Background: an optimization exercise with open tools, aiming at small area. Do not read the settings as production practice. Only simulation tests tie the RTL to the original design; equivalence was not proved. The clock cells of runs 4 to 7 come from the design's own scripts or RTL, not from TritonCTS. No driver is modelled on the clock port, so clock power and skew are understated where the tree is cut down; a real chip needs a root buffer or a tree. Power and IR drop assume default switching activity.

### design.v
module i2s_mask (
	input i2s_clk,  
	input i2s_data,     
	input [3:0] addr_x,
	input [3:0] addr_y,
	input rst_n,
	output reg[5:0] row_num,
	output led_clk,
	output led_data,
	output reg led_lat,
	output led_oe
	);
	reg data_ph;         
	reg [1:0] b;         
	reg [1:0] mlo;       
	reg [3:0] mhi;       
	reg [3:0] c;
	reg [3:0] cw;
	reg [5:0] mw;
	reg [3:0] nx;
	reg [5:0] h;
	reg led_clk_en;
	reg led_lat_needed;
	assign led_clk = led_clk_en;
	assign led_data = i2s_data;
	assign led_oe = 1'b1;
	wire blk_end = b[1] & b[0];
	wire c_zero = (c == 4'd0);
	wire cw_zero = (cw == 4'd0);
	wire row_end = blk_end & c_zero;
	wire frame_end = data_ph & row_end & (mlo == 2'd0) & (mhi == 4'd0);
	wire hdr_end = ~data_ph & blk_end & (mlo == 2'd0);
	always @(posedge i2s_clk or negedge rst_n) begin
		if (~rst_n) begin
			data_ph <= 1'b0;
			b <= 2'd0;
			mlo <= 2'b11;
			led_clk_en <= 1'b0;
			led_lat <= 1'b0;
			led_lat_needed <= 1'b0;
			row_num <= 6'd0;
		end else begin
			b <= b + 2'd1;
			if (hdr_end) data_ph <= 1'b1;
			if (frame_end) data_ph <= 1'b0;
			if (data_ph ? row_end : blk_end) mlo <= mlo - 2'd1;
			led_clk_en <= data_ph & cw_zero & (mw[5:2] == 4'd0);
			led_lat <= led_lat_needed;
			led_lat_needed <= frame_end;
			if (frame_end) row_num <= h;
		end
	end
	always @(posedge i2s_clk) begin
		if (data_ph) begin
			if (row_end & (mlo == 2'd0)) mhi <= mhi - 4'd1;
			if (blk_end) begin
				c <= c_zero ? nx : c - 4'd1;
				cw <= cw_zero ? nx : cw - 4'd1;
				if (cw_zero) mw <= mw - 6'd1;
			end
		end else begin
			h <= {h[4:0], i2s_data};
			if (mlo == 2'd3) nx <= {nx[2:0], i2s_data};
			if (mlo == 2'd2) mhi <= {mhi[2:0], i2s_data};
			c <= nx;
			cw <= addr_x;
			mw <= {addr_y, 2'b11};
		end
	end
endmodule
module top(
	input i2s_clk,
	input i2s_data,
	input [3:0] addr_x,
	input [3:0] addr_y,
	input rst_n,
	output [5:0] row_num,
	output led_clk,
	output led_data,
	output led_lat,
	output led_oe
	);
	i2s_mask mask(
		.i2s_data(i2s_data),
		.i2s_clk(i2s_clk),
		.addr_x(addr_x),
		.addr_y(addr_y),
		.rst_n(rst_n),
		.row_num(row_num),
		.led_clk(led_clk),
		.led_data(led_data),
		.led_lat(led_lat),
		.led_oe(led_oe)
		);
endmodule
### run.sh
#!/bin/bash
# synth_recipe.tcl (not shown) runs the flow's synth.tcl, then flattens the netlist and writes it again
# the make line also repeats each setting of config.mk as NAME=value (left out here)
make -C /OpenROAD-flow-scripts/flow DESIGN_CONFIG=/design/flow/config.mk WORK_HOME=/design/flow/orfs CLKGATE_MAP_FILE= SYNTH_SCRIPT=/design/flow/synth_recipe.tcl finish
### config.mk
export PLATFORM = sky130hd
export DESIGN_NAME = top
export DESIGN_NICKNAME = top
export VERILOG_FILES = /design/flow/design.v
export SDC_FILE = /design/flow/constraint.sdc
export NUM_CORES = 4
export LEC_CHECK = 0
export CAP_MARGIN = 20
export CORE_MARGIN = 2
export CORE_UTILIZATION = 40
export SLEW_MARGIN = 20
### constraint.sdc
create_clock -name core_clock -period 8.0 [get_ports {i2s_clk}]
set_input_delay 1.6000 -clock core_clock [delete_from_list [all_inputs] [get_ports {i2s_clk}]]
set_output_delay 1.6000 -clock core_clock [all_outputs]
set_load 0.01 [all_outputs]
==> flow_summary_export.csv, run 1 <==
group,metric,value,unit
worst_setup_path,path_class,"in2out",
worst_setup_path,r2r_slack,5.83,ns
final_layout,area_growth,16.4,%
worst_setup_path,r2r.worst_path.cells,3,
timing,post-route-period-util,0.535,
worst_setup_path,cp_slowest_cell,"clkdlybuf4s50_1",
detailed_routing,drt_iter0_drc,58,
synth,avgSynthCellArea,12.7,um2
cts,cts_resized,0,
placement,post-dp-hpwl,2560,um
detailed_routing,postRouteAntennaNets,0,
worst_setup_path,critical_path_arrival,2.68,ns
timing,slew_headroom,0.491,
synth,synthFlopType,"edfxtp_1",
worst_setup_path,slowest_delay,0.56,ns
global_route,grt.total_usage,0.147,
cts,clk_latency,0.29,ns
worst_setup_path,worst-path-max-fanout,4,
hold_path,hold_class,"reg2reg",
timing,worst_pin_slew,0.763,ns
cts,cts.reportedPaths.clkPinSlew,0.08,ns
placement,dp_slack,3.69,ns
timing,fin_tns_setup,0,ns
placement,post_dp_cell_area,2220,um2
global_route,grt_antenna_before_repair,0,
final_layout,nNetsFinal,196,
cts,cts.htree.levels,2,
worst_setup_path,cp-start-kind,"input port",
cts,root_buffer,"clkbuf_8",
worst_setup_path,timing.rr.start,"mask.data_ph$_DFFE_PN0P_",
placement,port_buffers,19,
timing,rsz0062_at_grt,"false",
hold_path,hold_path.startpoint,"mask.led_lat_needed$_DFF_PN0_",
cts,postCtsHoldBufs,0,
detailed_routing,drc_errors,0,
synth,async_reset_ff_frac,0.333,
floorplan,core-area,4750,um2
final_layout,multi_input_area,716,um2
final_layout,n_antenna_cell,0,
detailed_routing,dr_total_vias,1218,
final_layout,seq_area,1170,um2
synth,yosysSeqAreaShare,0.591,
timing,final_max_slew_viol_count,0,
run_status,status,"timing/DRC/antenna clean",
cts,cts_buffers,5,
synth,synthCells,156,
synth,yosysUniqueCellTypes,45,
floorplan,die_w,74.4,um
global_route,grt_max_degree,25,
worst_setup_path,critPathRequiredTime,6.40,ns
final_layout,stdcell_area,2310,um2
power_and_ir_drop,power-per-cell-area,161,nW/um2
synth,yosys_warnings,1,
worst_setup_path,path_buf_inv,2,
power_and_ir_drop,p_leak,0.942,nW
floorplan,rows,25,
synth,synth_fp_nets,176,
synth,synth-seq-cells,42,
detailed_routing,viasPerCell,4.99,
synth,netlist.area_leader.share,0.393,
floorplan,pin_count,21,
power_and_ir_drop,ir_worst_vdd,0.0995,mV
floorplan,start_util,0.417,
detailed_routing,drt-total-wl,3600,um
worst_setup_path,worstPathCellList,"clkdlybuf4s50_1, clkdlybuf4s50_1",
synth,synth_area,1980,um2
hold_path,holdPathStages,0,
worst_setup_path,critPathMostFrequentCell,"clkdlybuf4s50_1",
floorplan,die_area,5540,um2
flow_run,maxCapViolations,0,
synth,synth_top_cell_by_area,"edfxtp_1",
timing,hold_viol_final,0,
timing,fmax,234,MHz
cts,cts_buffer_depth,2,
global_route,grt_pass1_wl,6090,um
worst_setup_path,end_kind,"output pin",
timing,period_needed,4.28,ns
cts,cts_sinks,42,
global_route,grt-ovfl-total,0,
cts,tritoncts,"built",
worst_setup_path,cp_top_family,"buffers and inverters",
floorplan,die-height,74.4,um
placement,globalplace.congestion,0.802,
detailed_routing,wl_per_cell,14.7,um
final_layout,final.fill_count,441,
cts,post_cts_buffers,0,
detailed_routing,drt-pass1-iter-count,4,
timing,setup_violations,0,
final_layout,drive_gt1_frac,0.119,
global_route,grt_pass1_vias,1242,
synth,synthTopCellsByArea,"edfxtp_1 39%, dfrtp_1 15%, ha_1 5.7%",
hold_path,hold_path_end,"mask.led_lat$_DFF_PN0_",
synth,synth_edf_count,26,
worst_setup_path,rr_endpoint,"mask.mlo[1]$_DFFE_PN1P_",
timing,timing.final.ws_setup,3.72,ns
timing,fin_worst_skew,0.00793,ns
[kinds of logic after synthesis]
family / Yosys count / synth area share
and+or+nand+nor: 39 / 0.118
muxes: 9 / 0.0612
other: 1 / 0.00189
DFF: 42 / 0.591
buffers and inverters: 21 / 0.0479
AOI/OAI and AO/OA: 28 / 0.0921
xor gates and xnor gates: 7 / 0.0309
adders and majority gates: 9 / 0.0567
[per-stage QoR]
step | utilization | std cells | hold WS, ns | power, mW
global route | 0.486 | 244 | 0.380 | 0.384
global placement | 0.467 | 236 | 0.333 | 0.240
floorplan | - | 156 | 0.331 | 0.234
finish | 0.486 | 244 | 0.359 | 0.371
CTS | 0.486 | 244 | 0.365 | 0.375
detailed placement | 0.467 | 236 | 0.345 | 0.241
[layer usage]
metal	global-route usage	up-vias	share of wire	routed length (um)
met1	0.195	602	0.46	1650
met2	0.242	17	0.51	1820
met3	0.0325	4	0.023	81
li1	-	595	-	-
met5	0	-	0	0
met4	0.0476	0	0.011	38
[where the power goes]
group,switching (mW),internal [mW]
Clock,0.0743,0.0613
Combinational,0.00273,0.00469
Sequential,0,0.228
[Yosys cell counts (2+ instances only)]
cell / number
o21ai_0: 8
o2bb2ai_1: 3
a21oi_1: 5
xnor2_1: 7
dfrtp_1: 12
a31oi_1: 3
buf_4: 2
dfxtp_1: 2
mux2_4: 6
nand2_1: 8
and3_1: 2
edfxtp_1: 26
nor3_1: 5
nor2_1: 8
o211ai_1: 2
inv_1: 15
mux2i_1: 2
ha_1: 9
nand2b_1: 3
dfstp_2: 2
nor2b_1: 2
[cell type report]
| cell class | instances | share of cell area |
|---|---|---|
| clock buffers | 5 | 0.0298 |
| inverters | 15 | 0.0244 |
| multi-input cells | 93 | 0.310 |
| flip-flops and latches | 42 | 0.508 |
| repair buffers | 19 | 0.0823 |
| clock inverters | 3 | 0.00921 |
| well taps | 67 | 0.0363 |
[registers in the layout (all words and copies together), names as in the netlist, 2 cells and up]
name,cells
mask.mlo,2
mask.mw,6
mask.mhi,4
mask.cw,4
mask.h,6
mask.row_num,6
mask.c,4
mask.nx,4
mask.b,2
[how the worst max path moves through the flow]
stage	start	endpoint	slack, ns	depth (start not counted)
after floorplan	i2s_data	led_data	4.68	1
after global placement	i2s_data	led_data	3.71	2
after global routing	i2s_data	led_data	3.67	2
after detailed placement	i2s_data	led_data	3.69	2
final	i2s_data	led_data	3.72	2
after CTS	i2s_data	led_data	3.70	2
[cell usage in the layout (no fill, tap or decap), drive strengths merged, types with 7 or more instances in the layout]
cell	instances
nand2	8
ha	9
edfxtp	26
nor2	8
dfrtp	12
clkdlybuf4s50	19
inv	15
xnor2	7
o21ai	8
mux2	7
==> inputs of run 2 (changes only) <==
--- a/config.mk
+++ b/config.mk
@@ -5,7 +5,8 @@
 export SDC_FILE = /design/flow/constraint.sdc
 export NUM_CORES = 4
 export LEC_CHECK = 0
+export ABC_AREA = 1
 export CAP_MARGIN = 20
 export CORE_MARGIN = 2
-export CORE_UTILIZATION = 40
+export CORE_UTILIZATION = 70
 export SLEW_MARGIN = 20
==> run 2 against run 1 <==
  * Still clean on timing, DRC and antenna
  * Maximum frequency shrank 0.43%
  * Cell area is 1.6% lower
  * Clock-buffer cell count increased by 2
  * Die area shrank 40%
  * Final cell count up 9.4%
  * First-iteration DRC count grew 81%
  * Worst hold slack improved by 0.0017 ns
  * Critical endpoint unchanged
  * Largest power group unchanged
==> flow_summary_export.csv, run 2 <==
group,metric,value,unit
worst_setup_path,cp_slowest_cell,"clkdlybuf4s50_1",
worst_setup_path,r2r_slack,6.01,ns
synth,synth_most_common_cell,"nand2_1",
synth,synth.top_cells.by_count,"59 x nand2_1, 29 x inv_1, 26 x edfxtp_1",
synth,synth_top_cell_by_area,"edfxtp_1",
synth,synthFlopType,"edfxtp_1",
final_layout,final.fill_count,169,
floorplan,die_w,57.6,um
cts,cts_resized,0,
synth,synth_fp_nets,234,
floorplan,die-height,57.6,um
final_layout,nNetsFinal,255,
global_route,grt_pass1_wl,6130,um
hold_path,hold_path_end,"mask.led_lat$_DFF_PN0_",
synth,synthSimpleGateAreaFrac,0.234,
synth,synth_edf_count,26,
worst_setup_path,end_kind,"output pin",
hold_path,holdPathStages,0,
run_status,status,"timing/DRC/antenna clean",
floorplan,rows,19,
cts,post_cts_buffers,0,
global_route,grt_pass1_vias,1451,
floorplan,pin_count,21,
timing,whs,0.361,ns
placement,port_buffers,19,
synth,synth_top_family_by_area,"simple AND/OR/NAND/NOR gates",
hold_path,hold_path.startpoint,"mask.led_lat_needed$_DFF_PN0_",
detailed_routing,drt-pass1-iter-count,7,
synth,netlist.area_leader.share,0.388,
worst_setup_path,cp-start-kind,"input port",
cts,cts_sinks,42,
global_route,grt.total_usage,0.246,
timing,fmax,232,MHz
synth,yosys_warnings,1,
floorplan,die_area,3320,um2
power_and_ir_drop,p_leak,1.05,nW
detailed_routing,wl_per_cell,13.4,um
flow_run,maxCapViolations,0,
worst_setup_path,path_buf_inv,2,
timing,final_max_slew_viol_count,0,
final_layout,final_cell_mix,"59 x nand2_1, 29 x inv_1, 26 x edfxtp_1, 23 x nand3_1, 19 x clkdlybuf4s50_1",
timing,post-route-period-util,0.538,
worst_setup_path,r2r.worst_path.cells,3,
placement,globalplace.congestion,0.766,
synth,muxShareOfSynthArea,0,
placement,post-dp-hpwl,2620,um
cts,clk_latency,0.34,ns
timing,fin_tns_setup,0,ns
hold_path,hold_class,"reg2reg",
synth,synthTopCellsByArea,"edfxtp_1 39%, dfrtp_1 15%, nand2_1 11%",
timing,hold_viol_final,0,
timing,slew_headroom,0.451,
worst_setup_path,rr_endpoint,"mask.mhi[1]$_DFFE_PP_",
timing,fin_worst_skew,0.0112,ns
detailed_routing,postRouteAntennaNets,0,
worst_setup_path,critPathRequiredTime,6.40,ns
synth,synth_area,2010,um2
synth,synthAdderAreaFrac,0.0559,
cts,tritoncts,"built",
detailed_routing,dr_total_vias,1522,
worst_setup_path,critical_path_arrival,2.70,ns
floorplan,core-area,2730,um2
synth,async_reset_ff_frac,0.333,
cts,postCtsHoldBufs,0,
cts,cts_buffer_depth,2,
detailed_routing,drc_errors,0,
final_layout,top_regs,"mask.h x6, mask.mw x6, mask.row_num x6",
cts,cts_buffers,5,
floorplan,start_util,0.737,
cts,cts.reportedPaths.clkPinSlew,0.12,ns
timing,setup_violations,0,
global_route,grt_max_degree,28,
worst_setup_path,worst-path-max-fanout,4,
synth,synth-xor-area-share,0.00870,
cts,root_buffer,"clkbuf_4",
detailed_routing,drt-total-wl,3580,um
final_layout,drive_gt1_frac,0.0678,
worst_setup_path,critPathMostFrequentCell,"clkdlybuf4s50_1",
power_and_ir_drop,ir_worst_vdd,0.184,mV
synth,avgSynthCellArea,9.41,um2
worst_setup_path,cp_top_family,"buffers and inverters",
synth,synth-seq-cells,42,
detailed_routing,viasPerCell,5.70,
worst_setup_path,worstPathCellList,"clkdlybuf4s50_1, clkdlybuf4s50_1",
cts,cts.htree.levels,2,
timing,worst_pin_slew,0.823,ns
synth,synthCells,214,
synth,yosysUniqueCellTypes,25,
timing,rsz0062_at_grt,"false",
global_route,grt-ovfl-total,0,
synth,synth-compound-area-share,0.0441,
worst_setup_path,timing.rr.start,"mask.data_ph$_DFFE_PN0P_",
final_layout,n_antenna_cell,0,
timing,period_needed,4.30,ns
final_layout,final_common_cell,"nand2_1",
synth,yosysSeqAreaShare,0.583,
detailed_routing,drt_iter0_drc,105,
worst_setup_path,path_class,"in2out",
worst_setup_path,slowest_delay,0.56,ns
power_and_ir_drop,power-per-cell-area,151,nW/um2
final_layout,area_growth,12.9,%
global_route,grt_antenna_before_repair,0,
## run 2: cell count changes after synthesis, moves of 4 or more
cell / delta
mux2_4: -6
nor3_1: -4
nand3_1: +22
xnor2_1: -6
nand2_1: +51
nor2_1: +7
inv_1: +14
## run 2: power by group
| group | internal (mW) | leakage, nW | switching (mW) |
|---|---|---|---|
| Combinational | 0.00464 | 0.583 | 0.00254 |
| Clock | 0.0427 | 0.0353 | 0.0650 |
| Sequential | 0.228 | 0.428 | 0 |
| Total | 0.276 | 1.05 | 0.0675 |
## run 2: layout make-up
type | count | area, um2 | area share
Tap cell | 31 | 38.8 | 0.0171
Timing Repair Buffer | 19 | 190 | 0.0837
Inverter | 31 | 116 | 0.0512
Multi-Input combinational cell | 136 | 694 | 0.305
Sequential cell | 42 | 1170 | 0.516
Clock buffer | 7 | 55.1 | 0.0242
Clock inverter | 1 | 5.00 | 0.00220
## run 2: cell families (layout without fill, tap and decap cells)
logic type / after synthesis / in the layout
other cells: 1 / 1
flops: 42 / 42
compound gates: 17 / 17
simple gates: 107 / 107
buf+inv: 36 / 58
xor+xnor: 2 / 2
fa+ha+maj: 9 / 9
## run 2: metal layers
layer  vias to the layer above  wire length, um  global-route usage
met3                         8              267              0.0558
met2                        73             1810               0.406
met4                         0               38               0.140
li1                        736                -                   -
met5                         -                0                   0
met1                       705             1470               0.299
## run 2: through the flow
step / worst slack (ns) / area, um2 / power (mW) / utilization / instances
CTS: 3.70 / 2270 / 0.346 / 0.832 / 267
global placement: 3.72 / 2210 / 0.240 / 0.810 / 259
global route: 3.67 / 2270 / 0.352 / 0.832 / 267
detailed placement: 3.70 / 2210 / 0.240 / 0.810 / 259
floorplan: 4.68 / 2010 / 0.234 / - / 214
finish: 3.70 / 2270 / 0.343 / 0.832 / 267
## run 2: worst max path at each step
stage / start / to / slack, ns / cells after the start
after global placement: i2s_data / led_data / 3.72 / 2
after detailed placement: i2s_data / led_data / 3.70 / 2
final: i2s_data / led_data / 3.70 / 2
after CTS: i2s_data / led_data / 3.70 / 2
after floorplan: i2s_data / led_data / 4.68 / 1
after global routing: i2s_data / led_data / 3.67 / 2
==> inputs of run 3 (changes only) <==
==> flow/run.sh (new file) <==
#!/bin/bash
# Standard ORFS layout with two changes: the port buffers use the smallest
# buffer, and clock tree synthesis may use one large cluster.
set -e
export BUFFER_PORTS_ARGS="-buffer_cell sky130_fd_sc_hd__buf_1"
export CTS_ARGS="-sink_clustering_enable -repair_clock_nets -root_buf sky130_fd_sc_hd__clkbuf_16 -buf_list sky130_fd_sc_hd__clkbuf_16 -sink_clustering_size 64 -sink_clustering_max_diameter 400 -dont_use_dummy_load"
bash standard.sh > standard.log 2>&1
==> standard.sh (new file) <==
#!/bin/bash
# synth_recipe.tcl (not shown) runs the flow's synth.tcl, then flattens the netlist and writes it again
# the make line also repeats each setting of config.mk as NAME=value (left out here)
make -C /OpenROAD-flow-scripts/flow DESIGN_CONFIG=/design/flow/config.mk WORK_HOME=/design/flow/orfs CLKGATE_MAP_FILE= SYNTH_SCRIPT=/design/flow/synth_recipe.tcl "${@:-finish}"
--- a/config.mk
+++ b/config.mk
@@ -5,8 +5,7 @@
 export SDC_FILE = /design/flow/constraint.sdc
 export NUM_CORES = 4
 export LEC_CHECK = 0
-export ABC_AREA = 1
 export CAP_MARGIN = 20
 export CORE_MARGIN = 2
-export CORE_UTILIZATION = 70
+export CORE_UTILIZATION = 40
 export SLEW_MARGIN = 20
removed: run.sh
==> run 3 against run 2 <==
  * Still clean
  * Sequential share of layout area increased by 1.1 points
  * Cell area decreased by 2.1%
  * Via count decreased by 21%
  * Final cell count decreased by 9.7%
  * Die area increased by 67%
  * Sequential cell count unchanged
  * Critical endpoint unchanged
==> flow_summary_export.csv, run 3 <==
group,metric,value,unit
run_status,status,"timing/DRC/antenna clean",
synth,yosysSeqAreaShare,0.591,
timing,hold_viol_final,0,
timing,rsz0062_at_grt,"false",
worst_setup_path,path_buf_inv,2,
floorplan,die_w,74.4,um
final_layout,n_antenna_cell,0,
floorplan,die_area,5540,um2
cts,root_buffer,"clkbuf_16",
global_route,grt.total_usage,0.143,
final_layout,final_cell_mix,"26 x edfxtp_1, 19 x buf_1, 15 x inv_1, 12 x dfrtp_1, 9 x ha_1",
detailed_routing,drc_errors,0,
worst_setup_path,end_kind,"output pin",
final_layout,final_common_cell,"edfxtp_1",
worst_setup_path,path_class,"in2out",
power_and_ir_drop,power,0.412,mW
timing,fin_tns_setup,0,ns
synth,synth-seq-cells,42,
synth,yosys_warnings,1,
synth,synth_top_cell_by_area,"edfxtp_1",
hold_path,hold_class,"reg2reg",
placement,post_dp_cell_area,2100,um2
synth,synthFlopType,"edfxtp_1",
placement,globalplace.congestion,0.801,
global_route,grt_pass1_vias,1221,
synth,synthCells,156,
timing,post-route-period-util,0.442,
final_layout,area_growth,12.2,%
cts,cts_resized,0,
timing,final_max_slew_viol_count,0,
cts,cts_buffer_depth,2,
detailed_routing,drt-pass1-iter-count,4,
worst_setup_path,critPathRequiredTime,6.40,ns
detailed_routing,dr_total_vias,1206,
timing,slew_headroom,0.474,
final_layout,fin_cells,241,
power_and_ir_drop,power-per-cell-area,185,nW/um2
final_layout,top_regs,"mask.h x6, mask.mw x6, mask.row_num x6",
cts,cts.reportedPaths.clkPinSlew,0.06,ns
cts,cts_sinks,42,
worst_setup_path,worstPathCellList,"buf_1, buf_1",
cts,post_cts_buffers,0,
synth,synthTopCellsByArea,"edfxtp_1 39%, dfrtp_1 15%, ha_1 5.7%",
placement,post-dp-hpwl,2530,um
global_route,grt_pass1_wl,5730,um
floorplan,rows,25,
final_layout,stdcell_area,2230,um2
worst_setup_path,cp_top_family,"buffers and inverters",
synth,netlist.area_leader.share,0.393,
detailed_routing,wl_per_cell,14.5,um
floorplan,pin_count,21,
global_route,grt_antenna_before_repair,0,
cts,clk_latency,0.28,ns
timing,setup_violations,0,
placement,port_buffers,19,
power_and_ir_drop,ir_worst_vdd,0.113,mV
synth,yosysUniqueCellTypes,45,
worst_setup_path,cp-start-kind,"input port",
final_layout,nNetsFinal,196,
synth,async_reset_ff_frac,0.333,
synth,synth_most_common_cell,"edfxtp_1",
cts,tritoncts,"built",
worst_setup_path,worst-path-max-fanout,4,
floorplan,die-height,74.4,um
synth,synth_area,1980,um2
synth,synth_edf_count,26,
timing,fmax,283,MHz
final_layout,drive_gt1_frac,0.103,
detailed_routing,postRouteAntennaNets,0,
global_route,grt-ovfl-total,0,
synth,synth_fp_nets,176,
timing,fin_worst_skew,0.0143,ns
worst_setup_path,critical_path_arrival,1.94,ns
placement,place_inst,236,
detailed_routing,drt-total-wl,3500,um
floorplan,start_util,0.417,
cts,postCtsHoldBufs,0,
power_and_ir_drop,p_leak,0.912,nW
detailed_routing,drt_iter0_drc,62,
worst_setup_path,slowest_delay,0.17,ns
floorplan,core-area,4750,um2
timing,worst_pin_slew,0.789,ns
worst_setup_path,critPathMostFrequentCell,"buf_1",
cts,cts.htree.levels,2,
final_layout,final_util,0.468,
synth,avgSynthCellArea,12.7,um2
flow_run,maxCapViolations,0,
synth,synth.top_cells.by_count,"26 x edfxtp_1, 15 x inv_1, 12 x dfrtp_1",
cts,cts_buffers,5,
detailed_routing,viasPerCell,5.00,
timing,period_needed,3.54,ns
global_route,grt_max_degree,25,
worst_setup_path,cp_slowest_cell,"buf_1",
-- run 3: changes by cell type after synthesis, sizes merged, moves of 4 or more --
cell | before | now
nand2 | 60 | 8
mux2 | 0 | 7
o21ai | 12 | 8
nand3 | 25 | 1
inv | 31 | 15
xnor2 | 1 | 7
nor2 | 17 | 8
nor3 | 1 | 5
-- run 3: power by group --
part | switching, mW | internal [mW]
clock network | 0.0692 | 0.110
logic | 0.00258 | 0.00120
registers | 0 | 0.229
-- run 3: per-stage QoR --
step	hold WS (ns)	setup slack (ns)
floorplan	0.331	4.68
global placement	0.336	4.48
detailed placement	0.339	4.46
CTS	0.353	4.47
global route	0.377	4.44
finish	0.347	4.46
-- run 3: kinds of logic after synthesis --
group	after synthesis	synth area share
and+or+nand+nor	39	0.118
muxes	9	0.0612
adders and majority gates	9	0.0567
other	1	0.00189
buffers and inverters	21	0.0479
DFF	42	0.591
xor gates and xnor gates	7	0.0309
AOI/OAI and AO/OA	28	0.0921
-- run 3: area by class of cell --
| class | instances | area [um2] |
|---|---|---|
| Clock buffer | 5 | 125 |
| Fill cell | 453 | 2530 |
| Inverter | 15 | 56.3 |
| Multi-Input combinational cell | 93 | 716 |
| Sequential cell | 42 | 1170 |
| Tap cell | 67 | 83.8 |
| Timing Repair Buffer | 19 | 71.3 |
-- run 3: worst paths after layout --
check	startpoint	end	slack [ns]	depth (start not counted)
max	i2s_data	led_data	4.46	2
min	mask.led_lat_needed$_DFF_PN0_	mask.led_lat$_DFF_PN0_	0.35	0
max reg2reg	mask.data_ph$_DFFE_PN0P_	mask.mlo[1]$_DFFE_PN1P_	5.76	3
min reg2reg	mask.led_lat_needed$_DFF_PN0_	mask.led_lat$_DFF_PN0_	0.35	0
max in group asynchronous	rst_n	mask.led_clk_en$_DFF_PN0_	6.14	1
min in group asynchronous	rst_n	mask.row_num[5]$_DFFE_PN0P_	1.37	1
-- run 3: routing by layer --
metal / up-vias / global-route usage / share of wire
met1: 599 / 0.175 / 0.44
met4: 0 / 0.0536 / 0.016
li1: 590 / - / -
met2: 11 / 0.241 / 0.52
met3: 6 / 0.0407 / 0.026
met5: - / 0 / 0
==> inputs of run 4 (changes only) <==
==> flow/run.sh (replaced) <==
#!/bin/bash
# Standard ORFS layout with two changes: the port buffers use the smallest
# buffer, and the clock tree is a few clock buffers placed at the centres of
# the registers they drive (flow/cts.tcl) instead of TritonCTS's H-tree.
set -e
export BUFFER_PORTS_ARGS="-buffer_cell sky130_fd_sc_hd__buf_1"
export PRE_CTS_TCL="$PWD/flow/cts.tcl"
export FLOW_CLK_NBUF=${FLOW_CLK_NBUF:-4}
export FLOW_CLK_BUF=${FLOW_CLK_BUF:-sky130_fd_sc_hd__clkbuf_4}
bash standard.sh > standard.log 2>&1
==> flow/cts.tcl (new file) <==
# Clock tree for a small design: the clock port drives a few clock buffers,
# each placed at the centre of the registers it drives (sinks split along the
# wider side of their bounding box). Replaces TritonCTS's H-tree.
proc my_clock_buffers {} {
  set nbuf $::env(FLOW_CLK_NBUF)
  set cell $::env(FLOW_CLK_BUF)
  set block [ord::get_db_block]
  set dbu [$block getDbUnitsPerMicron]
  foreach src [get_property [lindex [all_clocks] 0] sources] {
    set net [get_nets [get_full_name $src]]
    set sinks {}
    foreach p [get_pins -of_objects $net] {
      if {[get_property $p direction] != "input"} { continue }
      set inst [sta::sta_to_db_inst [get_cells -of_objects $p]]
      set loc [$inst getLocation]
      set m [$inst getMaster]
      set x [expr {[lindex $loc 0] + [$m getWidth] / 2.0}]
      set y [expr {[lindex $loc 1] + [$m getHeight] / 2.0}]
      lappend sinks [list [get_full_name $p] $x $y]
    }
    # recursive bisection: a group meant for n buffers is cut along the wider
    # side of its bounding box in proportion floor(n/2) : ceil(n/2)
    set todo [list [list $nbuf $sinks]]
    set groups {}
    while {[llength $todo] > 0} {
      lassign [lindex $todo 0] n g
      set todo [lrange $todo 1 end]
      if {$n <= 1} { lappend groups $g; continue }
      set xs [lmap s $g {lindex $s 1}]; set ys [lmap s $g {lindex $s 2}]
      set dx [expr {[tcl::mathfunc::max {*}$xs] - [tcl::mathfunc::min {*}$xs]}]
      set dy [expr {[tcl::mathfunc::max {*}$ys] - [tcl::mathfunc::min {*}$ys]}]
      set idx [expr {$dx >= $dy ? 1 : 2}]
      set g [lsort -real -index $idx $g]
      set n1 [expr {$n / 2}]
      set h [expr {([llength $g] * $n1 + $n / 2) / $n}]
      lappend todo [list $n1 [lrange $g 0 [expr {$h - 1}]]] [list [expr {$n - $n1}] [lrange $g $h end]]
    }
    set k 0
    foreach g $groups {
      set sx 0.0; set sy 0.0; set pins {}
      foreach s $g {
        lappend pins [get_pins [lindex $s 0]]
        set sx [expr {$sx + [lindex $s 1]}]; set sy [expr {$sy + [lindex $s 2]}]
      }
      set cx [expr {$sx / [llength $g] / $dbu}]; set cy [expr {$sy / [llength $g] / $dbu}]
      puts "clock buffer $k: [llength $g] sinks at ($cx, $cy)"
      insert_buffer -buffer_cell $cell -net [get_full_name $net] -load_pins $pins \
        -location [list $cx $cy] -buffer_name clkbuf_leaf_$k -net_name clknet_leaf_$k
      incr k
    }
  }
}

proc clock_tree_synthesis {args} {
  puts "clock_tree_synthesis $args replaced by my_clock_buffers"
  my_clock_buffers
}
--- a/config.mk
+++ b/config.mk
@@ -7,5 +7,5 @@
 export LEC_CHECK = 0
 export CAP_MARGIN = 20
 export CORE_MARGIN = 2
-export CORE_UTILIZATION = 40
+export CORE_UTILIZATION = 70
 export SLEW_MARGIN = 20
==> run 4 against run 3 <==
  * Still clean
  * Wire length is 11% lower
  * Cell area is 6.3% lower
  * First-iteration DRC count is 11% lower
  * Critical path depth stayed put
==> flow_summary_export.csv, run 4 <==
group,metric,value,unit
run_status,status,"timing/DRC/antenna clean",
worst_setup_path,worst-path-max-fanout,4,
detailed_routing,postRouteAntennaNets,0,
worst_setup_path,worstPathCellList,"buf_1, buf_1",
flow_run,maxCapViolations,0,
global_route,grt-ovfl-total,0,
final_layout,n_antenna_cell,0,
timing,hold_viol_final,0,
cts,cts_resized,0,
power_and_ir_drop,ir_worst_vdd,0.143,mV
power_and_ir_drop,p_leak,0.869,nW
placement,post-dp-hpwl,2300,um
cts,post_cts_buffers,0,
final_layout,area_growth,5.11,%
timing,period_needed,3.51,ns
synth,avgSynthCellArea,12.7,um2
synth,async_reset_ff_frac,0.333,
timing,slew_headroom,0.494,
detailed_routing,dr_total_vias,1189,
final_layout,nNetsFinal,195,
synth,synth.top_cells.by_count,"26 x edfxtp_1, 15 x inv_1, 12 x dfrtp_1",
synth,synthCells,156,
final_layout,final_common_cell,"edfxtp_1",
timing,fmax,285,MHz
worst_setup_path,cp_top_family,"buffers and inverters",
floorplan,start_util,0.726,
synth,synth-seq-cells,42,
detailed_routing,drc_errors,0,
global_route,grt.total_usage,0.206,
worst_setup_path,critPathRequiredTime,6.40,ns
power_and_ir_drop,power,0.304,mW
timing,fin_tns_setup,0,ns
final_layout,final_cell_mix,"26 x edfxtp_1, 19 x buf_1, 15 x inv_1, 12 x dfrtp_1, 9 x ha_1",
timing,timing.final.ws_setup,4.49,ns
worst_setup_path,path_buf_inv,2,
global_route,grt_antenna_before_repair,0,
timing,setup_violations,0,
worst_setup_path,critPathMostFrequentCell,"buf_1",
synth,yosysSeqAreaShare,0.591,
worst_setup_path,cp_slowest_cell,"buf_1",
hold_path,hold_class,"reg2reg",
placement,dp_slack,4.49,ns
global_route,grt_pass1_wl,5410,um
floorplan,pin_count,21,
synth,netlist.area_leader.share,0.393,
floorplan,die_area,3280,um2
placement,globalplace.congestion,0.772,
worst_setup_path,cp-start-kind,"input port",
synth,synth_top_cell_by_area,"edfxtp_1",
global_route,grt_pass1_vias,1171,
detailed_routing,drt-pass1-iter-count,4,
placement,post_dp_cell_area,2060,um2
synth,synthTopCellsByArea,"edfxtp_1 39%, dfrtp_1 15%, ha_1 5.7%",
synth,synthFlopType,"edfxtp_1",
global_route,grt_max_degree,25,
timing,post-route-period-util,0.438,
detailed_routing,wl_per_cell,15.3,um
floorplan,rows,19,
worst_setup_path,cp.depth,2,
final_layout,top_regs,"mask.h x6, mask.mw x6, mask.row_num x6",
hold_path,holdPathStages,0,
worst_setup_path,r2r.worst_path.cells,3,
floorplan,die_w,57.2,um
power_and_ir_drop,power-per-cell-area,146,nW/um2
synth,synth_fp_nets,176,
detailed_routing,drt-total-wl,3110,um
worst_setup_path,critical_path_arrival,1.91,ns
final_layout,final_util,0.763,
detailed_routing,drt_iter0_drc,55,
floorplan,die-height,57.2,um
worst_setup_path,path_class,"in2out",
synth,yosysUniqueCellTypes,45,
synth,synth_edf_count,26,
timing,fin_worst_skew,0.0134,ns
cts,postCtsHoldBufs,0,
placement,port_buffers,19,
detailed_routing,viasPerCell,5.83,
timing,final_max_slew_viol_count,0,
worst_setup_path,end_kind,"output pin",
synth,synth_most_common_cell,"edfxtp_1",
floorplan,core-area,2730,um2
final_layout,stdcell_area,2090,um2
synth,synth_area,1980,um2
final_layout,drive_gt1_frac,0.0983,
cts,cts.reportedPaths.clkPinSlew,0.09,ns
timing,rsz0062_at_grt,"false",
worst_setup_path,slowest_delay,0.17,ns
timing,worst_pin_slew,0.759,ns
synth,yosys_warnings,1,
cts,clk_latency,0.17,ns
## run 4: cell counts after synthesis
Identical to the previous run, type by type.
## run 4: routing by layer
| layer | wire length [um] | track usage | up-vias | share of wire |
|---|---|---|---|---|
| li1 | - | - | 588 | - |
| met1 | 1480 | 0.322 | 577 | 0.48 |
| met2 | 1500 | 0.333 | 20 | 0.48 |
| met3 | 101 | 0.0136 | 4 | 0.032 |
| met4 | 29 | 0.0266 | 0 | 0.0093 |
| met5 | 0 | 0 | - | 0 |
## run 4: final timing paths
check | from | endpoint | slack [ns]
setup reg to reg | mask.data_ph$_DFFE_PN0P_ | mask.mlo[1]$_DFFE_PN1P_ | 5.84
max in group asynchronous | rst_n | mask.b[0]$_DFF_PN0_ | 6.05
min in group asynchronous | rst_n | mask.led_clk_en$_DFF_PN0_ | 1.47
hold / removal | mask.led_lat_needed$_DFF_PN0_ | mask.led_lat$_DFF_PN0_ | 0.36
hold reg to reg | mask.led_lat_needed$_DFF_PN0_ | mask.led_lat$_DFF_PN0_ | 0.36
setup / recovery | i2s_data | led_data | 4.49
## run 4: final cells by class, without the clock buffers
| class | count | area [um2] |
|---|---|---|
| sequential | 42 | 1170 |
| multi-input combinational | 93 | 716 |
| fill | 179 | 648 |
| timing repair buffer | 19 | 71.3 |
| inverter | 15 | 56.3 |
| tap | 31 | 38.8 |
## run 4: logic make-up after synthesis
family / Yosys count / synth area share
DFF: 42 / 0.591
adders and majority gates: 9 / 0.0567
and+or+nand+nor: 39 / 0.118
buffers and inverters: 21 / 0.0479
xor gates and xnor gates: 7 / 0.0309
AOI/OAI and AO/OA: 28 / 0.0921
muxes: 9 / 0.0612
other: 1 / 0.00189
## run 4: power breakdown
| group | total (mW) | internal, mW | switching, mW |
|---|---|---|---|
| sequential | 0.228 | 0.228 | 0 |
| combinational | 0.00374 | 0.00120 | 0.00254 |
| clock | 0.0720 | 0.0240 | 0.0480 |
| total | 0.304 | 0.253 | 0.0505 |
## run 4: through the flow
| stage | cells | hold slack [ns] |
|---|---|---|
| floorplan | 156 | 0.331 |
| global placement | 200 | 0.334 |
| detailed placement | 200 | 0.340 |
| CTS | 204 | 0.340 |
| global route | 204 | 0.363 |
| finish | 204 | 0.360 |
==> inputs of run 5 (changes only) <==
--- a/flow/run.sh
+++ b/flow/run.sh
@@ -5,6 +5,6 @@
 set -e
 export BUFFER_PORTS_ARGS="-buffer_cell sky130_fd_sc_hd__buf_1"
 export PRE_CTS_TCL="$PWD/flow/cts.tcl"
-export FLOW_CLK_NBUF=${FLOW_CLK_NBUF:-4}
-export FLOW_CLK_BUF=${FLOW_CLK_BUF:-sky130_fd_sc_hd__clkbuf_4}
+export FLOW_CLK_NBUF=${FLOW_CLK_NBUF:-2}
+export FLOW_CLK_BUF=${FLOW_CLK_BUF:-sky130_fd_sc_hd__clkbuf_8}
 bash standard.sh > standard.log 2>&1
==> run 5 against run 4 <==
  * Worst setup slack better by 0.0033 ns
  * Synthesized cell count unchanged
  * Utilization down 0.091 points
  * Global-route usage down 0.20 points
  * Worst hold slack better by 0.0046 ns
==> flow_summary_export.csv, run 5 <==
group,metric,value,unit
power_and_ir_drop,p_sw,0.0526,mW
synth,yosysSeqAreaShare,0.591,
floorplan,rows,19,
synth,synthFlopType,"edfxtp_1",
cts,postCtsHoldBufs,0,
power_and_ir_drop,p_leak,0.865,nW
synth,yosys_warnings,1,
cts,cts_resized,0,
global_route,grt_pass1_vias,1147,
final_layout,final.fill_count,178,
synth,synth_top_cell_by_area,"edfxtp_1",
cts,cts.reportedPaths.clkPinSlew,0.11,ns
timing,setup_violations,0,
worst_setup_path,critPathMostFrequentCell,"buf_1",
floorplan,start_util,0.726,
power_and_ir_drop,clock_power_share,0.241,
synth,synthCells,156,
cts,post_cts_buffers,0,
timing,hold_viol_final,0,
final_layout,area_growth,4.98,%
timing,fin_tns_setup,0,ns
worst_setup_path,path_class,"in2out",
detailed_routing,drt-pass1-iter-count,4,
detailed_routing,drt_iter0_drc,57,
synth,synth-compound-area-share,0.0921,
power_and_ir_drop,power,0.306,mW
global_route,grt_max_degree,25,
power_and_ir_drop,seq_power_share,0.747,
final_layout,final_util,0.762,
final_layout,nNetsFinal,193,
synth,async_reset_ff_frac,0.333,
synth,synth_most_common_cell,"edfxtp_1",
power_and_ir_drop,power_frac_comb,0.012,
worst_setup_path,worst-path-max-fanout,4,
power_and_ir_drop,ir_worst_vdd,0.126,mV
synth,synth_top_family_by_area,"simple AND/OR/NAND/NOR gates",
worst_setup_path,cp.depth,2,
synth,yosysUniqueCellTypes,45,
synth,synth-seq-cells,42,
hold_path,hold_class,"reg2reg",
synth,synthTopCellsByArea,"edfxtp_1 39%, dfrtp_1 15%, ha_1 5.7%",
floorplan,die_area,3280,um2
worst_setup_path,path_buf_inv,2,
timing,post-route-period-util,0.438,
timing,fmax,286,MHz
placement,port_buffers,19,
worst_setup_path,cp-start-kind,"input port",
worst_setup_path,cp_slowest_cell,"buf_1",
synth,synth.top_cells.by_count,"26 x edfxtp_1, 15 x inv_1, 12 x dfrtp_1",
timing,rsz0062_at_grt,"false",
worst_setup_path,r2r.worst_path.cells,3,
final_layout,n_antenna_cell,0,
placement,globalplace.congestion,0.772,
worst_setup_path,worstPathCellList,"buf_1, buf_1",
global_route,grt_pass1_wl,5370,um
final_layout,drive_gt1_frac,0.0877,
detailed_routing,postRouteAntennaNets,0,
floorplan,core-area,2730,um2
floorplan,die-height,57.2,um
detailed_routing,drt-total-wl,3090,um
detailed_routing,viasPerCell,5.88,
timing,worst_pin_slew,0.761,ns
floorplan,die_w,57.2,um
placement,post-dp-hpwl,2300,um
hold_path,holdPathStages,0,
worst_setup_path,end_kind,"output pin",
timing,fin_worst_skew,0.0122,ns
synth,muxShareOfSynthArea,0.0612,
timing,period_needed,3.50,ns
worst_setup_path,critPathRequiredTime,6.40,ns
synth,synth_fp_nets,176,
detailed_routing,dr_total_vias,1187,
synth,netlist.area_leader.share,0.393,
floorplan,pin_count,21,
power_and_ir_drop,power-per-cell-area,147,nW/um2
detailed_routing,drc_errors,0,
global_route,grt.total_usage,0.204,
cts,clk_latency,0.18,ns
flow_run,maxCapViolations,0,
final_layout,top_regs,"mask.h x6, mask.mw x6, mask.row_num x6",
power_and_ir_drop,p_int,0.253,mW
timing,slew_headroom,0.492,
timing,final_max_slew_viol_count,0,
worst_setup_path,critical_path_arrival,1.90,ns
run_status,status,"timing/DRC/antenna clean",
placement,place_inst,200,
final_layout,fin_cells,202,
synth,synth_edf_count,26,
synth,synthAdderAreaFrac,0.0567,
synth,synthSimpleGateAreaFrac,0.118,
final_layout,final_common_cell,"edfxtp_1",
global_route,grt-ovfl-total,0,
worst_setup_path,slowest_delay,0.17,ns
power_and_ir_drop,swShare,0.172,
global_route,grt_antenna_before_repair,0,
synth,avgSynthCellArea,12.7,um2
worst_setup_path,cp_top_family,"buffers and inverters",
synth,synth-xor-area-share,0.0309,
synth,synth_area,1980,um2
detailed_routing,wl_per_cell,15.3,um
final_layout,final_cell_mix,"26 x edfxtp_1, 19 x buf_1, 15 x inv_1, 12 x dfrtp_1, 9 x ha_1",
[run 5: power by group through the flow]
stage	Combinational, mW	Clock, mW	Sequential [mW]
final	0.00375	0.0736	0.228
after global routing	0.00445	0.0809	0.228
after CTS	0.00396	0.0545	0.233
after detailed placement	0.00391	0	0.233
after global placement	0.00373	0	0.233
after floorplan	0.00111	0	0.233
[run 5: logic make-up after synthesis]
| family | Yosys count |
|---|---|
| AOI/OAI and AO/OA | 28 |
| xor gates and xnor gates | 7 |
| adders and majority gates | 9 |
| buffers and inverters | 21 |
| DFF | 42 |
| muxes | 9 |
| other | 1 |
| and+or+nand+nor | 39 |
[run 5: worst register-to-register path: cells and delay by family, from the launching register on]
family / cells / cell delay (ns)
buffers and inverters: 1 / 0.55
multiplexers: 1 / 0.24
AO/OA/AOI/OAI: 1 / 0.47
flip-flops: 1 / 0.84
[run 5: path summary, 6_finish.rpt]
| path | from | end | slack (ns) |
|---|---|---|---|
| max in group asynchronous | rst_n | mask.data_ph$_DFFE_PN0P_ | 6.07 |
| max reg2reg | mask.data_ph$_DFFE_PN0P_ | mask.mlo[1]$_DFFE_PN1P_ | 5.84 |
| min reg2reg | mask.led_lat_needed$_DFF_PN0_ | mask.led_lat$_DFF_PN0_ | 0.36 |
| max | i2s_data | led_data | 4.50 |
| min | mask.led_lat_needed$_DFF_PN0_ | mask.led_lat$_DFF_PN0_ | 0.36 |
| min in group asynchronous | rst_n | mask.led_clk_en$_DFF_PN0_ | 1.46 |
[run 5: per-layer routing]
layer	track usage	routed length (um)	vias to the layer above
li1	-	-	586
met1	0.327	1490	572
met2	0.330	1470	25
met3	0.00907	102	4
met4	0.0166	29	0
met5	0	0	-
[run 5: area by class of cell, without the clock buffers]
cell class,count,area [um2],share of cell area
sequential,42,1170,0.563
tap,31,38.8,0.0186
timing repair buffer,19,71.3,0.0342
multi-input combinational,93,716,0.344
inverter,15,56.3,0.0270
[run 5: through the flow]
| stage | setup WS [ns] | area, um2 | hold slack [ns] |
|---|---|---|---|
| floorplan | 4.68 | 1980 | 0.331 |
| CTS | 4.49 | 2080 | 0.340 |
| global route | 4.45 | 2080 | 0.368 |
| detailed placement | 4.49 | 2060 | 0.340 |
| global placement | 4.52 | 2060 | 0.334 |
| finish | 4.50 | 2080 | 0.364 |
==> inputs of run 6 (changes only) <==
==> flow/run.sh (replaced) <==
#!/bin/bash
# Standard ORFS layout with two changes: the port buffers use the smallest
# buffer, and the clock tree is a few clock buffers placed at the centres of
# the registers they drive (flow/cts.tcl) instead of TritonCTS's H-tree.
# Before repair_design every cell is set to its smallest drive strength
# (flow/downsize.tcl); repair_design then sizes up what needs it.
set -e
export BUFFER_PORTS_ARGS="-buffer_cell sky130_fd_sc_hd__buf_1"
export PRE_CTS_TCL="$PWD/flow/cts.tcl"
export PRE_RESIZE_TCL="$PWD/flow/downsize.tcl"
export FLOW_CLK_NBUF=${FLOW_CLK_NBUF:-4}
export FLOW_CLK_BUF=${FLOW_CLK_BUF:-sky130_fd_sc_hd__clkbuf_4}
bash standard.sh > standard.log 2>&1
==> flow/downsize.tcl (new file) <==
# Area recovery before the resizer's repair_design: every standard cell is
# swapped for the smallest drive strength of the same cell (same function and
# pins, name differing only in the _N suffix). The design has several ns of
# slack; repair_design and the later timing repairs size up what needs it.
proc my_downsize {} {
  set dont_use {}
  if {[info exists ::env(DONT_USE_CELLS)]} { set dont_use $::env(DONT_USE_CELLS) }
  set n 0
  set saved 0.0
  foreach inst [get_cells *] {
    set name [get_property $inst ref_name]
    if {![regexp {^(sky130_fd_sc_hd__[a-z0-9]+)_([0-9]+)$} $name -> base drive]} { continue }
    if {[regexp {__(tap|fill|decap|conb|diode)} $name]} { continue }
    set lc [get_lib_cells $name]
    if {$lc == ""} { continue }
    set best $name
    set best_area [get_property $lc area]
    foreach cand [get_lib_cells ${base}_*] {
      set cn [get_name $cand]
      if {![regexp "^${base}_\[0-9\]+\$" $cn]} { continue }
      set skip 0
      foreach d $dont_use { if {[string match $d $cn]} { set skip 1 } }
      if {$skip} { continue }
      set a [get_property $cand area]
      if {$a < $best_area - 1e-6} { set best $cn; set best_area $a }
    }
    if {$best != $name} {
      set saved [expr {$saved + [get_property $lc area] - $best_area}]
      replace_cell [get_full_name $inst] $best
      incr n
    }
  }
  puts "my_downsize: $n cells downsized, [format %.2f $saved] um2 saved"
}
my_downsize
==> run 6 against run 5 <==
  * Maximum frequency about the same
  * Global-route usage fell by 0.62 points
  * Via count is 1.1% lower
  * Critical path type unchanged
  * Clock skew up 0.0034 ns
  * Combinational power down 2%
  * Clock power is 2% lower
  * Power down 0.45%
  * Critical path depth did not move
  * Wire length fell by 2.9%
==> flow_summary_export.csv, run 6 <==
group,metric,value,unit
worst_setup_path,cp_top_family,"buffers and inverters",
final_layout,final_common_cell,"edfxtp_1",
global_route,grt_antenna_before_repair,0,
cts,postCtsHoldBufs,0,
placement,dp_slack,4.50,ns
cts,cts.reportedPaths.clkPinSlew,0.09,ns
floorplan,core-area,2730,um2
worst_setup_path,path_class,"in2out",
floorplan,pin_count,21,
placement,port_buffers,19,
worst_setup_path,path_buf_inv,2,
final_layout,nNetsFinal,195,
run_status,status,"timing/DRC/antenna clean",
timing,slew_headroom,0.507,
synth,synth_fp_nets,176,
final_layout,top_regs,"mask.h x6, mask.mw x6, mask.row_num x6",
synth,netlist.area_leader.share,0.393,
synth,synthCells,156,
timing,period_needed,3.50,ns
timing,worst_pin_slew,0.740,ns
synth,synth.top_cells.by_count,"26 x edfxtp_1, 15 x inv_1, 12 x dfrtp_1",
worst_setup_path,critPathRequiredTime,6.40,ns
final_layout,area_growth,3.15,%
final_layout,n_antenna_cell,0,
synth,yosys_warnings,1,
timing,hold_viol_final,0,
placement,globalplace.congestion,0.772,
timing,whs,0.362,ns
final_layout,final_util,0.749,
final_layout,seq_area,1170,um2
floorplan,rows,19,
final_layout,drive_gt1_frac,0.0520,
timing,setup_violations,0,
detailed_routing,drt-total-wl,3000,um
power_and_ir_drop,p_int,0.253,mW
global_route,grt_max_degree,25,
worst_setup_path,worstPathCellList,"buf_1, buf_1",
worst_setup_path,critPathMostFrequentCell,"buf_1",
power_and_ir_drop,clock_power_share,0.238,
detailed_routing,drt-pass1-iter-count,4,
global_route,grt_pass1_wl,5170,um
global_route,grt-ovfl-total,0,
timing,fin_tns_setup,0,ns
worst_setup_path,cp_slowest_cell,"buf_1",
global_route,grt_pass1_vias,1146,
final_layout,multi_input_area,677,um2
worst_setup_path,end_kind,"output pin",
cts,post_cts_buffers,0,
timing,rsz0062_at_grt,"false",
power_and_ir_drop,ir_worst_vdd,0.139,mV
synth,synthTopCellsByArea,"edfxtp_1 39%, dfrtp_1 15%, ha_1 5.7%",
synth,yosysSeqAreaShare,0.591,
power_and_ir_drop,power_frac_comb,0.012,
cts,clk_latency,0.17,ns
timing,timing.final.ws_setup,4.50,ns
timing,post-route-period-util,0.437,
synth,synthFlopType,"edfxtp_1",
timing,fmax,286,MHz
power_and_ir_drop,p_sw,0.0508,mW
detailed_routing,drt_iter0_drc,35,
timing,fin_worst_skew,0.0156,ns
floorplan,die-height,57.2,um
power_and_ir_drop,p_leak,0.864,nW
synth,synth_most_common_cell,"edfxtp_1",
synth,synth-seq-cells,42,
worst_setup_path,critical_path_arrival,1.90,ns
synth,yosysUniqueCellTypes,45,
final_layout,final_cell_mix,"26 x edfxtp_1, 19 x buf_1, 15 x inv_1, 12 x dfrtp_1, 9 x ha_1",
timing,final_max_slew_viol_count,0,
power_and_ir_drop,seq_power_share,0.750,
detailed_routing,drc_errors,0,
detailed_routing,postRouteAntennaNets,0,
placement,post-dp-hpwl,2220,um
hold_path,hold_class,"reg2reg",
synth,synth_edf_count,26,
final_layout,final.fill_count,181,
worst_setup_path,cp-start-kind,"input port",
global_route,grt.total_usage,0.198,
cts,cts_resized,0,
flow_run,maxCapViolations,0,
detailed_routing,viasPerCell,5.75,
floorplan,die_w,57.2,um
floorplan,start_util,0.726,
detailed_routing,dr_total_vias,1174,
floorplan,die_area,3280,um2
power_and_ir_drop,swShare,0.167,
synth,async_reset_ff_frac,0.333,
detailed_routing,wl_per_cell,14.7,um
worst_setup_path,worst-path-max-fanout,4,
worst_setup_path,slowest_delay,0.17,ns
power_and_ir_drop,power-per-cell-area,149,nW/um2
synth,synth_area,1980,um2
synth,avgSynthCellArea,12.7,um2
synth,synth_top_cell_by_area,"edfxtp_1",
-- run 6: kinds of logic after synthesis --
| kind of cell | share of synthesized area |
|---|---|
| simple gates | 0.118 |
| mux | 0.0612 |
| flops | 0.591 |
| fa+ha+maj | 0.0567 |
| other cells | 0.00189 |
| compound gates | 0.0921 |
| xor+xnor | 0.0309 |
| buf+inv | 0.0479 |
-- run 6: final cells by class, without the clock buffers --
class,instances,share of cell area
flip-flops and latches,42,0.573
multi-input cells,93,0.331
repair buffers,19,0.0348
inverters,15,0.0275
well taps,31,0.0189
-- run 6: worst paths after layout --
check | start | endpoint | slack (ns) | cells past startpoint
setup / recovery | i2s_data | led_data | 4.50 | 2
hold / removal | mask.led_lat_needed$_DFF_PN0_ | mask.led_lat$_DFF_PN0_ | 0.36 | 0
setup reg to reg | mask.c[0]$_DFFE_PP_ | mask.row_num[4]$_DFFE_PN0P_ | 5.73 | 5
hold reg to reg | mask.led_lat_needed$_DFF_PN0_ | mask.led_lat$_DFF_PN0_ | 0.36 | 0
max in group asynchronous | rst_n | mask.row_num[4]$_DFFE_PN0P_ | 6.07 | 1
min in group asynchronous | rst_n | mask.row_num[3]$_DFFE_PN0P_ | 1.45 | 1
-- run 6: power groups by stage --
stage	logic, mW	registers [mW]	clock network, mW
after CTS	0.00391	0.233	0.0553
after floorplan	0.00111	0.233	0
after global placement	0.00373	0.233	0
after detailed placement	0.00389	0.233	0
final	0.00368	0.228	0.0723
after global routing	0.00434	0.228	0.0796
-- run 6: through the flow --
| step | cells | power [mW] | instance area [um2] |
|---|---|---|---|
| global route | 204 | 0.312 | 2050 |
| global placement | 200 | 0.237 | 2060 |
| CTS | 204 | 0.292 | 2050 |
| floorplan | 156 | 0.234 | 1980 |
| detailed placement | 200 | 0.237 | 2020 |
| finish | 204 | 0.304 | 2050 |
-- run 6: routing by layer --
layer  GRT usage  vias to the layer above  part of all wire
met3      0.0136                        2             0.033
met4      0.0365                        0            0.0090
met2       0.317                       20              0.48
met1       0.307                      561              0.48
met5           0                        -                 0
li1            -                      591                 -
==> inputs of run 7 (changes only) <==
--- a/design.v
+++ b/design.v
@@ -7,52 +7,55 @@
 	output reg[5:0] row_num,
 	output led_clk,
 	output led_data,
-	output reg led_lat,
+	output led_lat,
 	output led_oe
 	);
 	reg data_ph;         
 	reg [1:0] b;         
 	reg [1:0] mlo;       
-	reg [3:0] mhi;       
+	reg m5;              
+	reg [2:0] m42;       
 	reg [3:0] c;
 	reg [3:0] cw;
 	reg [5:0] mw;
 	reg [3:0] nx;
 	reg [5:0] h;
 	reg led_clk_en;
-	reg led_lat_needed;
+	wire [3:0] mhi = {m5, m42};
 	assign led_clk = led_clk_en;
 	assign led_data = i2s_data;
 	assign led_oe = 1'b1;
+	assign led_lat = ~data_ph & (mlo == 2'd3) & (b == 2'd1) & m5;
 	wire blk_end = b[1] & b[0];
 	wire c_zero = (c == 4'd0);
 	wire cw_zero = (cw == 4'd0);
 	wire row_end = blk_end & c_zero;
-	wire frame_end = data_ph & row_end & (mlo == 2'd0) & (mhi == 4'd0);
+	wire mhi_dec = data_ph & row_end & (mlo == 2'd0);
+	wire frame_end = mhi_dec & (mhi == 4'd0);
 	wire hdr_end = ~data_ph & blk_end & (mlo == 2'd0);
+	wire [3:0] mhi_next = data_ph ? mhi - 4'd1 : {mhi[2:0], i2s_data};
+	wire mhi_en = data_ph ? mhi_dec : (mlo == 2'd2);
 	always @(posedge i2s_clk or negedge rst_n) begin
 		if (~rst_n) begin
 			data_ph <= 1'b0;
 			b <= 2'd0;
 			mlo <= 2'b11;
+			m5 <= 1'b0;
 			led_clk_en <= 1'b0;
-			led_lat <= 1'b0;
-			led_lat_needed <= 1'b0;
 			row_num <= 6'd0;
 		end else begin
 			b <= b + 2'd1;
 			if (hdr_end) data_ph <= 1'b1;
 			if (frame_end) data_ph <= 1'b0;
 			if (data_ph ? row_end : blk_end) mlo <= mlo - 2'd1;
+			if (mhi_en) m5 <= mhi_next[3];
 			led_clk_en <= data_ph & cw_zero & (mw[5:2] == 4'd0);
-			led_lat <= led_lat_needed;
-			led_lat_needed <= frame_end;
 			if (frame_end) row_num <= h;
 		end
 	end
 	always @(posedge i2s_clk) begin
+		if (mhi_en) m42 <= mhi_next[2:0];
 		if (data_ph) begin
-			if (row_end & (mlo == 2'd0)) mhi <= mhi - 4'd1;
 			if (blk_end) begin
 				c <= c_zero ? nx : c - 4'd1;
 				cw <= cw_zero ? nx : cw - 4'd1;
@@ -61,7 +64,6 @@
 		end else begin
 			h <= {h[4:0], i2s_data};
 			if (mlo == 2'd3) nx <= {nx[2:0], i2s_data};
-			if (mlo == 2'd2) mhi <= {mhi[2:0], i2s_data};
 			c <= nx;
 			cw <= addr_x;
 			mw <= {addr_y, 2'b11};
--- a/config.mk
+++ b/config.mk
@@ -6,6 +6,6 @@
 export NUM_CORES = 4
 export LEC_CHECK = 0
 export CAP_MARGIN = 20
-export CORE_MARGIN = 2
-export CORE_UTILIZATION = 70
+export CORE_AREA = 2 2 59 59
+export DIE_AREA = 0 0 61 61
 export SLEW_MARGIN = 20
==> run 7 against run 6 <==
  * Clock power rose by 2%
  * Maximum frequency down 0.18%
  * Sequential cell count shrank 2
  * Power shrank 2.9%
  * Sequential power decreased by 5%
  * Die area grew 14%
  * First-iteration DRC count is 97% higher
  * Clock skew decreased by 0.0038 ns
  * Worst setup slack got worse by 0.0064 ns
  * Area after synthesis is 1.5% lower
  * Via count increased by 3.0%
  * Utilization down 8.2 points
  * Critical path type unchanged
  * Largest cell class unchanged
==> flow_summary_export.csv, run 7 <==
group,metric,value,unit
floorplan,die-height,61,um
power_and_ir_drop,power,0.295,mW
worst_setup_path,worst-path-max-fanout,4,
worst_setup_path,worstPathCellList,"buf_1, buf_1",
synth,synthFlopType,"edfxtp_1",
cts,post_cts_buffers,0,
final_layout,n_antenna_cell,0,
worst_setup_path,r2r_slack,5.53,ns
synth,synth_most_common_cell,"edfxtp_1",
floorplan,pin_count,21,
final_layout,top_regs,"mask.h x6, mask.mw x6, mask.row_num x6",
power_and_ir_drop,ir_worst_vdd,0.0835,mV
final_layout,final_cell_mix,"25 x edfxtp_1, 19 x buf_1, 17 x inv_1, 11 x dfrtp_1, 10 x ha_1",
timing,final_max_slew_viol_count,0,
worst_setup_path,end_kind,"output pin",
timing,fin_tns_setup,0,ns
synth,yosysUniqueCellTypes,42,
final_layout,final_common_cell,"edfxtp_1",
worst_setup_path,critPathMostFrequentCell,"buf_1",
timing,worst_pin_slew,0.872,ns
timing,fmax,285,MHz
timing,hold_viol_final,0,
timing,slew_headroom,0.417,
synth,synth_top_cell_by_area,"edfxtp_1",
global_route,grt.total_usage,0.197,
timing,period_needed,3.51,ns
power_and_ir_drop,power-per-cell-area,144,nW/um2
worst_setup_path,cp_top_family,"buffers and inverters",
timing,rsz0062_at_grt,"false",
worst_setup_path,critical_path_arrival,1.91,ns
power_and_ir_drop,p_leak,0.865,nW
worst_setup_path,path_buf_inv,2,
detailed_routing,wl_per_cell,14.9,um
detailed_routing,viasPerCell,5.52,
synth,synth_edf_count,25,
global_route,grt_pass1_wl,5660,um
timing,setup_violations,0,
global_route,grt_max_degree,24,
placement,globalplace.congestion,0.865,
worst_setup_path,path_class,"in2out",
synth,synth-seq-cells,40,
worst_setup_path,cp_slowest_cell,"buf_1",
hold_path,hold_class,"reg2reg",
placement,post-dp-hpwl,2400,um
detailed_routing,dr_total_vias,1209,
worst_setup_path,critPathRequiredTime,6.40,ns
synth,avgSynthCellArea,12.4,um2
synth,yosysSeqAreaShare,0.572,
synth,async_reset_ff_frac,0.325,
floorplan,rows,20,
timing,fin_worst_skew,0.0118,ns
synth,yosys_warnings,1,
final_layout,area_growth,4.99,%
worst_setup_path,cp-start-kind,"input port",
floorplan,core-area,3080,um2
placement,port_buffers,19,
synth,synthCells,157,
detailed_routing,drc_errors,0,
floorplan,start_util,0.635,
synth,synth.top_cells.by_count,"25 x edfxtp_1, 17 x inv_1, 11 x dfrtp_1",
global_route,grt-ovfl-total,0,
final_layout,nNetsFinal,198,
detailed_routing,drt_iter0_drc,69,
cts,cts_resized,0,
cts,postCtsHoldBufs,0,
synth,synthTopCellsByArea,"edfxtp_1 38%, dfrtp_1 14%, ha_1 6.4%",
floorplan,die_w,61,um
detailed_routing,drt-total-wl,3270,um
flow_run,maxCapViolations,0,
cts,clk_latency,0.17,ns
timing,whs,0.448,ns
global_route,grt_antenna_before_repair,0,
cts,cts.reportedPaths.clkPinSlew,0.11,ns
synth,netlist.area_leader.share,0.384,
worst_setup_path,slowest_delay,0.17,ns
synth,synth_fp_nets,178,
synth,synth_area,1950,um2
final_layout,drive_gt1_frac,0.0857,
detailed_routing,postRouteAntennaNets,0,
global_route,grt_pass1_vias,1237,
floorplan,die_area,3720,um2
timing,post-route-period-util,0.438,
run_status,status,"timing/DRC/antenna clean",
detailed_routing,drt-pass1-iter-count,4,
[run 7: cell types whose count changed after synthesis, moves of 2 or more]
cell,before,now
mux2_4,6,0
mux2_2,1,8
a21oi_1,5,3
inv_1,15,17
[run 7: path summary, 6_finish.rpt]
check,startpoint,endpoint,depth (start not counted)
max reg2reg,mask.c[0]$_DFFE_PP_,mask.row_num[3]$_DFFE_PN0P_,5
min,mask.h[4]$_DFFE_PN_,mask.h[5]$_DFFE_PN_,0
min in group asynchronous,rst_n,mask.led_clk_en$_DFF_PN0_,1
max,i2s_data,led_data,2
max in group asynchronous,rst_n,mask.row_num[5]$_DFFE_PN0P_,1
min reg2reg,mask.h[4]$_DFFE_PN_,mask.h[5]$_DFFE_PN_,0
[run 7: cell type report, without the clock buffers]
cell class	instances	area, um2
Tap cell	44	55.1
Sequential cell	40	1120
Fill cell	248	1030
Inverter	17	63.8
Timing Repair Buffer	19	71.3
Multi-Input combinational cell	95	713
[run 7: cell families (layout without fill, tap and decap cells)]
logic type               after synthesis  count (layout)  share of synthesized area
XOR/XNOR                               7               7                     0.0314
AND/OR/NAND/NOR                       39              39                      0.129
multiplexers                          11              11                     0.0615
buffers and inverters                 22              40                     0.0467
flip-flops                            40              40                      0.572
other                                  1               1                    0.00192
adder cells (fa/ha/maj)               10              10                     0.0640
AO/OA/AOI/OAI                         27              27                     0.0935
[run 7: per-stage QoR]
step | setup slack (ns) | util | instance area (um2) | cells
2_1_floorplan | 4.68 | - | 1950 | 157
3_3_place_gp | 4.50 | 0.667 | 2050 | 215
3_5_place_dp | 4.50 | 0.657 | 2020 | 215
4_1_cts | 4.50 | 0.667 | 2050 | 219
5_1_grt | 4.46 | 0.667 | 2050 | 219
6_report | 4.49 | 0.667 | 2050 | 219
[run 7: power by group]
part	total [mW]	switching, mW	internal, mW
clock	0.0740	0.0500	0.0240
combinational	0.00375	0.00254	0.00121
sequential	0.217	0	0.217
[run 7: layer usage]
layer,global-route usage,part of all wire,routed length (um),vias up
met5,0,0,0,-
met1,0.276,0.46,1490,580
met4,0.0311,0.011,37,0
met3,0.0213,0.043,139,5
li1,-,-,-,592
met2,0.341,0.49,1600,32

==> separate check: timing with driven ports <==
How much do the figures lean on ideal ports? The routed layouts below were timed once more, with nothing changed but the port constraints.
Step 1 sets driving cells, clkbuf_16 on the clock port and buf_2 on the other inputs (assumed; they add their load-dependent delay and slew).
Step 2 also shifts input and output timing later by t, the mid clock arrival at the registers, as if the neighbouring blocks saw the same clock.
Three values: no drivers, after step 1, after step 2; two values: the first two.
run	t (ns)	slack for setup (ns)	worst slew at a driven data input, ns
run 1	0.310	3.717 / 3.687 / 3.687	0.04
run 2	0.359	3.699 / 3.674 / 3.674	0.03
run 3	0.303	4.464 / 4.434 / 4.434	0.03
run 4	0.202	4.494 / 4.473 / 4.473	0.03
run 5	0.203	4.498 / 4.476 / 4.476	0.03
run 6	0.203	4.500 / 4.480 / 4.480	0.03
run 7	0.207	4.494 / 4.473 / 4.473	0.03
After both steps every run listed still meets setup and hold.
